This design comes from an exercise in tuning for small area and a short achievable clock period on the open sky130 flow, not from production work.
No activity file was given, so power comes from the tool's default toggle rates.

the reference run:
==> flow/design.v (excerpt) <==
module bit_population_counter_top (
  input  logic         clk_i,
  input  logic         srst_i,
  input  logic [127:0] data_i,
  input  logic         data_val_i,
  output logic [6:0]   data_o,
  output logic         data_val_o
);
export LEC_CHECK = 0
export CAP_MARGIN = 20
export CORE_MARGIN = 2
export CORE_UTILIZATION = 40
export SLEW_MARGIN = 20
export SYNTH_ARGS = -noabc
export BUFFER_PORTS_ARGS = -buffer_cell sky130_fd_sc_hd__buf_1
export CTS_ARGS = -sink_clustering_enable -repair_clock_nets -dont_use_dummy_load -buf_list {sky130_fd_sc_hd__clkbuf_4 sky130_fd_sc_hd__clkbuf_8}
create_clock -name core_clock -period 2.6 [get_ports {clk_i}]
standard.sh (not shown) runs the stock make flow with config.mk's settings and CLKGATE_MAP_FILE= SYNTH_SCRIPT=/design/flow/synth_recipe.tcl, a recipe that flattens the netlist after the stock synthesis.
==> flow/flow/run.sh <==
#!/bin/bash
# The standard layout (standard.sh) with three changes to its settings:
#  - Yosys's synth runs without its early "abc -fast" pass (SYNTH_ARGS=-noabc),
#    so extract_fa keeps the RTL's full adders in their true polarity instead
#    of adding inverters around them; the registers are the same;
#  - ports are buffered with plain buf_1 cells instead of delay buffers;
#  - CTS inserts no dummy loads and uses small clock buffers.
# make's output (every step's log is also kept under orfs/logs) goes to flow.log.
set -euo pipefail
cat >> config.mk <<'CFG'
export SYNTH_ARGS = -noabc
export BUFFER_PORTS_ARGS = -buffer_cell sky130_fd_sc_hd__buf_1
export CTS_ARGS = -sink_clustering_enable -repair_clock_nets -dont_use_dummy_load -buf_list {sky130_fd_sc_hd__clkbuf_4 sky130_fd_sc_hd__clkbuf_8}
CFG
bash standard.sh finish > flow.log 2>&1
[inputs] the trial run vs the reference run
-- flow/design.v --
<<< the reference run, line 250
  wire s239 = p2[6] ^ p2[7] ^ p2[8];
  wire c240 = (p2[6] & p2[7]) | (p2[6] & p2[8]) | (p2[7] & p2[8]);
  logic [7:0] p3;
  wire s241 = p3[0] ^ p3[1];
  wire c242 = p3[0] & p3[1];
  wire o243 = p3[2] ^ c242;
  wire g244 = (p3[2] & c242);
  wire o245 = p3[3] ^ g244;
  wire q246 = p3[3] & p3[2];
  wire g247 = (q246 & c242);
  wire o248 = p3[4] ^ g247;
  wire q249 = p3[4] & p3[3];
  wire g250 = (q249 & g244);
  wire o251 = p3[5] ^ g250;
  wire q252 = p3[5] & p3[4];
  wire q253 = q252 & p3[3];
  wire g254 = (q253 & g244);
  wire o255 = p3[6] ^ g254;
  wire q256 = p3[6] & p3[5];
  wire q257 = q256 & p3[4];
  wire g258 = (q257 & g247);
  wire o259 = p3[7] ^ g258;
  always_ff @( posedge clk_i )
    begin
>>> the trial run, line 250
  wire s239 = p2[6] ^ p2[7] ^ p2[8];
  wire c240 = (p2[6] & p2[7]) | (p2[6] & p2[8]) | (p2[7] & p2[8]);
  wire s241 = p2[0] ^ p2[1];
  wire c242 = p2[0] & p2[1];
  wire o243 = p2[2] ^ c242;
  wire g244 = (p2[2] & c242);
  wire o245 = p2[3] ^ g244;
  wire q246 = p2[3] & p2[2];
  wire g247 = (q246 & c242);
  wire o248 = p2[4] ^ g247;
  wire q249 = p2[4] & p2[3];
  wire g250 = (q249 & g244);
  wire o251 = p2[5] ^ g250;
  wire q252 = p2[5] & p2[4];
  wire q253 = q252 & p2[3];
  wire g254 = (q253 & g244);
  wire o255 = s239 ^ g254;
  wire q256 = s239 & p2[5];
  wire q257 = q256 & p2[4];
  wire g258 = (q257 & g247);
  wire o259 = c240 ^ g258;
  always_ff @( posedge clk_i )
    begin
<<< the reference run, line 335
      p2[7] <= c236;
      p2[8] <= c238;
      p3[0] <= p2[0];
      p3[1] <= p2[1];
      p3[2] <= p2[2];
      p3[3] <= p2[3];
      p3[4] <= p2[4];
      p3[5] <= p2[5];
      p3[6] <= s239;
      p3[7] <= c240;
    end
  wire [6:0] count = {o259, o255, o251, o248, o245, o243, s241};
>>> the trial run, line 334
      p2[7] <= c236;
      p2[8] <= c238;
    end
  wire [6:0] count = {o259, o255, o251, o248, o245, o243, s241};
<<< the reference run, line 354
    end
  assign data_val_o = val[3];
  assign data_o = count;
endmodule
>>> the trial run, line 345
    end
  assign data_val_o = val[3];
  always_ff @( posedge clk_i )
    data_o <= count;
endmodule
==> summary.txt <==
The trial run: full flow OK, the timing, DRC and antenna checks passed. Diff the trial run..the reference run | sequential power | negligible. The trial run against the reference run: total power now sits higher; worst hold slack now sits at about the same level; signed area change from the synthesized netlist to the final layout now sits higher. Compared with the reference run, the trial run ends up with a smaller final cell area. Comparing the trial run and the reference run, the lower multi-input gate share of the layout cell area was measured on the reference run. Mapped cell area sits lower in the trial run than in the reference run. Summary of the trial run over the reference run: final cell count neither gained nor lost much, number of distinct library cell variants in the gate-level netlist after synthesis went down by 1.
No functional check of the RTL was part of any run of this note.

-- static timing again, ports no longer ideal --
Ports are ideal in the flow. The routed layouts listed here were re-timed in OpenROAD. Step 1 assumes that a clkbuf_16 drives the clock port and a buf_2 every other input. Step 2 adds t to the input delays and takes it off the output delays; t is the mean of the earliest and latest rising clock arrival at the registers after step 1. Input paths then give back, and output paths get back, about the clock's delay inside the block. Slacks: ideal ports / drivers / drivers and shift; pairs: ideal ports / drivers.
run	t (ns)	slack for setup (ns)	worst slew at a driven data input, ns	pins driven straight from the clock port
the reference run	0.353	0.565 / 0.535 / 0.312	0.04	1
the trial run	0.354	0.642 / 0.650 / 0.296	0.04	1
After both steps setup and hold are still met in every run listed. The setup slack of the trial run, which loses most, moves by +0.008 ns with the drivers and by -0.346 ns with both steps.
